This is an optimization exercise on Yosys and OpenROAD, whose aim is small area and a short achievable clock period, not a production implementation.
Function was checked by simulation only, so behaviour that the tests miss may differ from the original.
No driver is modelled on the clock port, so clocking that relies on it looks cheaper here than on a real chip.
Power figures rest on the tool's default switching activity, not on a simulated workload.

run A:
Design sync_fifo, start of the top module:
module sync_fifo
(
input               clk,
input               rst_n,
input               wen,
input   [15:0]      data_in,
output              full,
input               ren,
output  [15:0]      data_out,
output              empty
);
reg  [3:0]  wr_hi, wr_lo;
reg  [15:0] rd_oh;
reg         full_r;
reg         nempty_r;
reg  [15:0] mem [0:15];
reg  [15:0] data_out_r;
assign full     = full_r;
assign empty    = ~nempty_r;
assign data_out = data_out_r;
wire push = wen & ~full_r;
wire pop  = ren & nempty_r;
wire [15:0] wr_oh;
genvar i;
generate
    for (i = 0; i < 16; i = i + 1) begin : sel
        assign wr_oh[i] = wr_hi[i/4] & wr_lo[i%4];
    end
endgenerate
wire [3:0]  wr_lo1 = {wr_lo[2:0], wr_lo[3]};
wire [3:0]  wr_hi1 = {wr_hi[2:0], wr_hi[3]};
wire [15:0] wr_oh1 = {wr_oh[14:0], wr_oh[15]};
wire [15:0] rd_oh1 = {rd_oh[14:0], rd_oh[15]};
wire [3:0]  rd_lo  = rd_oh[3:0] | rd_oh[7:4] | rd_oh[11:8] | rd_oh[15:12];
wire        last_word  = |(rd_oh1 & wr_oh);
wire        last_space = |(wr_oh1 & rd_oh);
always @(posedge clk or negedge rst_n)
begin
    if (!rst_n) begin
        wr_hi    <= 4'd1;
        wr_lo    <= 4'd1;
        rd_oh    <= 16'd1;
        full_r   <= 1'b0;
        nempty_r <= 1'b0;
    end else begin
        if (push & wr_lo[3])
            wr_hi <= wr_hi1;
        if (push)
            wr_lo <= (last_space & ~pop) ? 4'd0 : wr_lo1;
        else if (pop & full_r)
            wr_lo <= rd_lo;
        if (pop)  rd_oh <= rd_oh1;
        if (push)
            nempty_r <= 1'b1;
        else if (pop)
            nempty_r <= ~last_word;
        if (pop)
            full_r <= 1'b0;
        else if (push)
            full_r <= last_space;
    end
end
reg [15:0] rd_word;
integer k;
always @*
begin
    rd_word = 16'd0;
  ...
Size in the first run: roughly 620 cells after synthesis, roughly 300 flip-flops, roughly 11000 um^2 of cells after synthesis.
clock: 3.5 ns
lec_check: 0
cap_margin: 20
core_margin: 2
core_utilization: 55
cts_cluster_diameter: 100
cts_cluster_size: 30
setup_slack_margin: 1.8
slew_margin: 20
standard.sh (not shown) runs the stock make flow with config.mk's settings and CLKGATE_MAP_FILE= SYNTH_SCRIPT=/design/flow/synth_recipe.tcl, a recipe that flattens the netlist after the stock synthesis.
==> flow/flow/run.sh <==
#!/bin/bash
# The standard layout (the standard.sh: standard synthesis, floorplan,
# placement, CTS, routing, finish) with one change, made by a hook at the end
# of the CTS step (post_cts.tcl):
# - the clock tree's upper levels are replaced by CLOCK_ROOTS buffers fed
#   straight from the clock port, each driving the nearest leaf buffers, so
#   the registers get their clock through two buffers, all at the same time;
set -euo pipefail
here=$(pwd)
export POST_CTS_TCL="$here/flow/post_cts.tcl"
export CLOCK_ROOTS=3
bash standard.sh > "$here/standard.log" 2>&1
==> flow/flow/post_cts.tcl <==
# Sourced by ORFS's cts.tcl (POST_CTS_TCL) after CTS and its timing repair.
# Replaces the clock tree's upper levels by CLOCK_ROOTS buffers fed straight
# from the clock port; each drives the leaf buffers nearest to it (k-means on
# the leaf buffers' positions). Then legalizes and repairs timing again.

proc restructure_clock {K} {
  set block [ord::get_db_block]
  set clknet [[$block findBTerm clk] getNet]
  set leaves {}
  set upper {}
  foreach inst [$block getInsts] {
    set n [$inst getName]
    if {[string match clkbuf_leaf_* $n]} {
      lappend leaves $inst
    } elseif {[string match clkbuf_* $n]} {
      lappend upper $inst
    }
  }
  set n [llength $leaves]
  if {$n < $K || [llength $upper] == 0} {
    puts "restructure_clock: $n leaf buffers, [llength $upper] upper buffers; tree left as it is"
    return
  }
  set pts {}
  foreach l $leaves {
    set b [$l getBBox]
    lappend pts [list [expr {([$b xMin] + [$b xMax]) / 2.0}] [expr {([$b yMin] + [$b yMax]) / 2.0}]]
  }
  # k-means, seeded by the leaves sorted by angle around their centre
  set cx 0.0; set cy 0.0
  foreach p $pts { set cx [expr {$cx + [lindex $p 0]}]; set cy [expr {$cy + [lindex $p 1]}] }
  set cx [expr {$cx / $n}]; set cy [expr {$cy / $n}]
  set ang {}
  foreach p $pts { lappend ang [list [expr {atan2([lindex $p 1] - $cy, [lindex $p 0] - $cx)}] $p] }
  set ang [lsort -real -index 0 $ang]
  set cents {}
  for {set k 0} {$k < $K} {incr k} { lappend cents [lindex [lindex $ang [expr {int(($k + 0.5) * $n / $K)}]] 1] }
  set asg {}
  for {set it 0} {$it < 100} {incr it} {
    set asg {}
    foreach p $pts {
      set best 0; set bd 1e30
      for {set k 0} {$k < $K} {incr k} {
        set c [lindex $cents $k]
        set d [expr {pow([lindex $p 0] - [lindex $c 0], 2) + pow([lindex $p 1] - [lindex $c 1], 2)}]
        if {$d < $bd} { set bd $d; set best $k }
      }
      lappend asg $best
    }
    set new {}
    for {set k 0} {$k < $K} {incr k} {
      set sx 0.0; set sy 0.0; set c 0
      foreach p $pts a $asg {
        if {$a == $k} { set sx [expr {$sx + [lindex $p 0]}]; set sy [expr {$sy + [lindex $p 1]}]; incr c }
      }
      if {$c > 0} { lappend new [list [expr {$sx / $c}] [expr {$sy / $c}]] } else { lappend new [lindex $cents $k] }
    }
    set cents $new
  }
  # every load of an upper-level buffer must be a buffer of the tree or a
  # dummy load; otherwise leave the tree as it is
  foreach u $upper {
    foreach it [[[$u findITerm X] getNet] getITerms] {
      set m [[$it getInst] getName]
      if {[$it getInst] ne $u && ![string match clkbuf_* $m] && ![string match clkload* $m]} {
        puts "restructure_clock: $m hangs on an upper level; tree left as it is"
        return
      }
    }
  }
  foreach u $upper {
    set onet [[$u findITerm X] getNet]
    foreach it [$onet getITerms] {
      set i [$it getInst]
      if {$i eq $u} continue
      if {[string match clkload* [$i getName]]} { odb::dbInst_destroy $i } else { $it disconnect }
    }
    odb::dbInst_destroy $u
    odb::dbNet_destroy $onet
  }
  set master [[ord::get_db] findMaster sky130_fd_sc_hd__clkbuf_16]
  for {set k 0} {$k < $K} {incr k} {
    set cnt 0
    foreach a $asg { if {$a == $k} { incr cnt } }
    if {$cnt == 0} continue
    set b [odb::dbInst_create $block $master clkroot_$k]
    set net [odb::dbNet_create $block clknet_root_$k]
    $net setSigType CLOCK
    [$b findITerm A] connect $clknet
    [$b findITerm X] connect $net
    set c [lindex $cents $k]
    $b setLocation [expr {int([lindex $c 0])}] [expr {int([lindex $c 1])}]
    $b setPlacementStatus PLACED
    foreach l $leaves a $asg { if {$a == $k} { [$l findITerm A] connect $net } }
    puts "restructure_clock: clkroot_$k drives $cnt leaf buffers"
  }
}


# Useful skew for the paths between registers: the registers whose names
# match EARLY_REGS (the FIFO pointers, which start the longest register-to-
# register paths and feed no output) get their clock from one buffer fed
# straight from the clock port, so it reaches them one buffer level earlier.
proc early_clock {patterns} {
  set block [ord::get_db_block]
  set clknet [[$block findBTerm clk] getNet]
  set sinks {}
  foreach inst [$block getInsts] {
    set n [$inst getName]
    foreach p $patterns {
      if {[string match $p $n]} {
        set ck [$inst findITerm CLK]
        if {$ck ne "NULL" && $ck ne ""} { lappend sinks $ck }
        break
      }
    }
  }
  if {[llength $sinks] == 0} { puts "early_clock: no registers match"; return }
  set sx 0.0; set sy 0.0
  foreach ck $sinks {
    set b [[$ck getInst] getBBox]
    set sx [expr {$sx + ([$b xMin] + [$b xMax]) / 2.0}]
    set sy [expr {$sy + ([$b yMin] + [$b yMax]) / 2.0}]
  }
  set n [llength $sinks]
  set master [[ord::get_db] findMaster sky130_fd_sc_hd__clkbuf_16]
  set b [odb::dbInst_create $block $master clkearly]
  set net [odb::dbNet_create $block clknet_early]
  $net setSigType CLOCK
  [$b findITerm A] connect $clknet
  [$b findITerm X] connect $net
  $b setLocation [expr {int($sx / $n)}] [expr {int($sy / $n)}]
  $b setPlacementStatus PLACED
  foreach ck $sinks { $ck disconnect; $ck connect $net }
  puts "early_clock: clkearly drives $n registers"
  # leaf buffers left without loads
  foreach inst [$block getInsts] {
    if {[string match clkbuf_leaf_* [$inst getName]]} {
      set onet [[$inst findITerm X] getNet]
      if {[llength [$onet getITerms]] <= 1} {
        [$inst findITerm A] disconnect
        odb::dbInst_destroy $inst
        odb::dbNet_destroy $onet
        puts "early_clock: removed an empty leaf buffer"
      }
    }
  }
}

restructure_clock $::env(CLOCK_ROOTS)
if {[info exists ::env(EARLY_REGS)]} { early_clock $::env(EARLY_REGS) }
detailed_placement
estimate_parasitics -placement
report_clock_latency -clock [all_clocks]
repair_timing_helper
detailed_placement
check_placement -verbose
estimate_parasitics -placement
report_clock_latency -clock [all_clocks]
puts "post_cts: setup WNS [worst_slack -max], hold WNS [worst_slack -min]"
Inputs modified between run A and run B:
Settings: swapping 30 for 20 in CTS_CLUSTER_SIZE; swapping 100 for 70 in CTS_CLUSTER_DIAMETER.
==> flow/flow/run.sh <==
#!/bin/bash
# The standard layout (the standard.sh: standard synthesis, floorplan,
# placement, CTS, routing, finish) with one change, made by a hook at the end
# of the CTS step (post_cts.tcl): the clock tree's upper levels are replaced by
# a few buffers fed straight from the clock port, each driving the nearest leaf
# buffers. Every register still gets its clock through two buffers, with the
# same arrival time for all of them; only the tree's depth shrinks.
set -euo pipefail
here=$(pwd)
export POST_CTS_TCL="$here/flow/post_cts.tcl"
export CLOCK_ROOTS=4
bash standard.sh > "$here/standard.log" 2>&1
--- a/flow/flow/post_cts.tcl
+++ b/flow/flow/post_cts.tcl
@@ -97,57 +97,5 @@
 }
 
-
-# Useful skew for the paths between registers: the registers whose names
-# match EARLY_REGS (the FIFO pointers, which start the longest register-to-
-# register paths and feed no output) get their clock from one buffer fed
-# straight from the clock port, so it reaches them one buffer level earlier.
-proc early_clock {patterns} {
-  set block [ord::get_db_block]
-  set clknet [[$block findBTerm clk] getNet]
-  set sinks {}
-  foreach inst [$block getInsts] {
-    set n [$inst getName]
-    foreach p $patterns {
-      if {[string match $p $n]} {
-        set ck [$inst findITerm CLK]
-        if {$ck ne "NULL" && $ck ne ""} { lappend sinks $ck }
-        break
-      }
-    }
-  }
-  if {[llength $sinks] == 0} { puts "early_clock: no registers match"; return }
-  set sx 0.0; set sy 0.0
-  foreach ck $sinks {
-    set b [[$ck getInst] getBBox]
-    set sx [expr {$sx + ([$b xMin] + [$b xMax]) / 2.0}]
-    set sy [expr {$sy + ([$b yMin] + [$b yMax]) / 2.0}]
-  }
-  set n [llength $sinks]
-  set master [[ord::get_db] findMaster sky130_fd_sc_hd__clkbuf_16]
-  set b [odb::dbInst_create $block $master clkearly]
-  set net [odb::dbNet_create $block clknet_early]
-  $net setSigType CLOCK
-  [$b findITerm A] connect $clknet
-  [$b findITerm X] connect $net
-  $b setLocation [expr {int($sx / $n)}] [expr {int($sy / $n)}]
-  $b setPlacementStatus PLACED
-  foreach ck $sinks { $ck disconnect; $ck connect $net }
-  puts "early_clock: clkearly drives $n registers"
-  # leaf buffers left without loads
-  foreach inst [$block getInsts] {
-    if {[string match clkbuf_leaf_* [$inst getName]]} {
-      set onet [[$inst findITerm X] getNet]
-      if {[llength [$onet getITerms]] <= 1} {
-        [$inst findITerm A] disconnect
-        odb::dbInst_destroy $inst
-        odb::dbNet_destroy $onet
-        puts "early_clock: removed an empty leaf buffer"
-      }
-    }
-  }
-}
-
 restructure_clock $::env(CLOCK_ROOTS)
-if {[info exists ::env(EARLY_REGS)]} { early_clock $::env(EARLY_REGS) }
 detailed_placement
 estimate_parasitics -placement
### Flow results
Run B vs run A on sequential group share of total power: run B is the lower one.
Comparing final standard cell area without fillers for run A and run B, the bigger number came from run B.
[compare] base=run A new=run B: area used by multi-input combinational logic now smaller, total wire length after detailed routing decreased 240 um, sum of routed wire segments on met1 fell 370 um, post-route worst hold slack increased by 0.018 ns relative to the old numbers.
Count of routing violations after the opening detailed-route iteration deteriorates in run B relative to run A.
The following lists how run C was set up differently from run B:
Settings: changing CTS_CLUSTER_SIZE from 20 to 30; changing SETUP_SLACK_MARGIN from 1.8 to 1.85; changing CTS_CLUSTER_DIAMETER from 70 to 100.
[summary]
Side by side, final area turned out higher in run C than in run B. Overall power after layout was lower in run C than in run B. Relative to run B, the largest net degree at the start of global routing of run C is higher by about 14%. Against run B, run C comes in 0.020 ns lower on minimum hold slack. Share of total power in the clock network | run C below run B. Run C went all the way through synthesis, placement and routing and the layout is clean on timing, DRC and antenna.
Edits applied to the flow inputs when going from run C to run D:
Settings: SETUP_SLACK_MARGIN: 1.85 -> 1.8.
==> flow/flow/run.sh <==
#!/bin/bash
# The standard layout (the standard.sh: standard synthesis, floorplan,
# placement, CTS, routing, finish) with one change, made by a hook at the end
# of the CTS step (post_cts.tcl):
# - the clock tree's upper levels are replaced by CLOCK_ROOTS buffers fed
#   straight from the clock port, each driving the nearest leaf buffers, so
#   the registers get their clock through two buffers, all at the same time;
set -euo pipefail
here=$(pwd)
export POST_CTS_TCL="$here/flow/post_cts.tcl"
export CLOCK_ROOTS=3
export EARLY_REGS="rd_oh* wr_hi* wr_lo*"
bash standard.sh > "$here/standard.log" 2>&1
--- a/flow/flow/post_cts.tcl
+++ b/flow/flow/post_cts.tcl
@@ -97,5 +97,57 @@
 }
 
+
+# Useful skew for the paths between registers: the registers whose names
+# match EARLY_REGS (the FIFO pointers, which start the longest register-to-
+# register paths and feed no output) get their clock from one buffer fed
+# straight from the clock port, so it reaches them one buffer level earlier.
+proc early_clock {patterns} {
+  set block [ord::get_db_block]
+  set clknet [[$block findBTerm clk] getNet]
+  set sinks {}
+  foreach inst [$block getInsts] {
+    set n [$inst getName]
+    foreach p $patterns {
+      if {[string match $p $n]} {
+        set ck [$inst findITerm CLK]
+        if {$ck ne "NULL" && $ck ne ""} { lappend sinks $ck }
+        break
+      }
+    }
+  }
+  if {[llength $sinks] == 0} { puts "early_clock: no registers match"; return }
+  set sx 0.0; set sy 0.0
+  foreach ck $sinks {
+    set b [[$ck getInst] getBBox]
+    set sx [expr {$sx + ([$b xMin] + [$b xMax]) / 2.0}]
+    set sy [expr {$sy + ([$b yMin] + [$b yMax]) / 2.0}]
+  }
+  set n [llength $sinks]
+  set master [[ord::get_db] findMaster sky130_fd_sc_hd__clkbuf_16]
+  set b [odb::dbInst_create $block $master clkearly]
+  set net [odb::dbNet_create $block clknet_early]
+  $net setSigType CLOCK
+  [$b findITerm A] connect $clknet
+  [$b findITerm X] connect $net
+  $b setLocation [expr {int($sx / $n)}] [expr {int($sy / $n)}]
+  $b setPlacementStatus PLACED
+  foreach ck $sinks { $ck disconnect; $ck connect $net }
+  puts "early_clock: clkearly drives $n registers"
+  # leaf buffers left without loads
+  foreach inst [$block getInsts] {
+    if {[string match clkbuf_leaf_* [$inst getName]]} {
+      set onet [[$inst findITerm X] getNet]
+      if {[llength [$onet getITerms]] <= 1} {
+        [$inst findITerm A] disconnect
+        odb::dbInst_destroy $inst
+        odb::dbNet_destroy $onet
+        puts "early_clock: removed an empty leaf buffer"
+      }
+    }
+  }
+}
+
 restructure_clock $::env(CLOCK_ROOTS)
+if {[info exists ::env(EARLY_REGS)]} { early_clock $::env(EARLY_REGS) }
 detailed_placement
 estimate_parasitics -placement
Run D improves on run C in leakage dissipation.
Smallest setup slack after layout came out lower on run D than on run C.
Run D — sequential share of layout area 1.6 points higher, run C as reference
Run C and run D ended up with roughly the same number of well taps.
Length of routed wiring on met1 ended up about 0.36% lower on run D than on run C.
Against run C, worst ir drop on vdd in run D fell slightly.
Looking at critical path class, the flop to primary output result is from run D; the flop to flop one comes from run C.
When the final numbers for run C and run D were put side by side, the net switching share of the total power turned out to be smaller in run C.
Internal power of the cells: run C vs run D, no meaningful difference
Comparing run D with run C, the overall fraction of global-route tracks in use came out essentially unchanged.

[separate check: timing with driven ports]
The results above use ideal ports. As a check the final layouts listed here were re-extracted and re-timed, cells and wires unchanged.
Step 1 sets driving cells, clkbuf_16 on the clock port and buf_2 on the other inputs (assumed; they add their load-dependent delay and slew).
Step 2 moves the port delays by t, midway between the first and last clock arrival at a register: inputs arrive t later, outputs are due t later. That takes back most of the time a late clock gives input paths.
Slacks: ideal ports / drivers / drivers and shift; pairs: ideal ports / drivers.
| run | t, ns | setup WS [ns] | hold WS [ns] | worst register clock-pin slew, ns | worst slew at a driven data input, ns |
|---|---|---|---|---|---|
| run A | 0.399 | 1.811 / 1.765 / 1.595 | 0.369 / 0.319 / 0.568 | 0.11 / 0.11 | 0.05 |
| run B | 0.403 | 1.837 / 1.750 / 1.586 | 0.387 / 0.310 / 0.564 | 0.08 / 0.08 | 0.05 |
| run C | 0.402 | 1.858 / 1.788 / 1.588 | 0.367 / 0.297 / 0.556 | 0.11 / 0.11 | 0.05 |
| run D | 0.336 | 1.851 / 1.760 / 1.703 | 0.503 / 0.440 / 0.543 | 0.11 / 0.11 | 0.05 |
After both steps every run listed still meets setup and hold. The setup slack of run C, which loses most, moves by -0.070 ns with the drivers and by -0.270 ns with both steps.
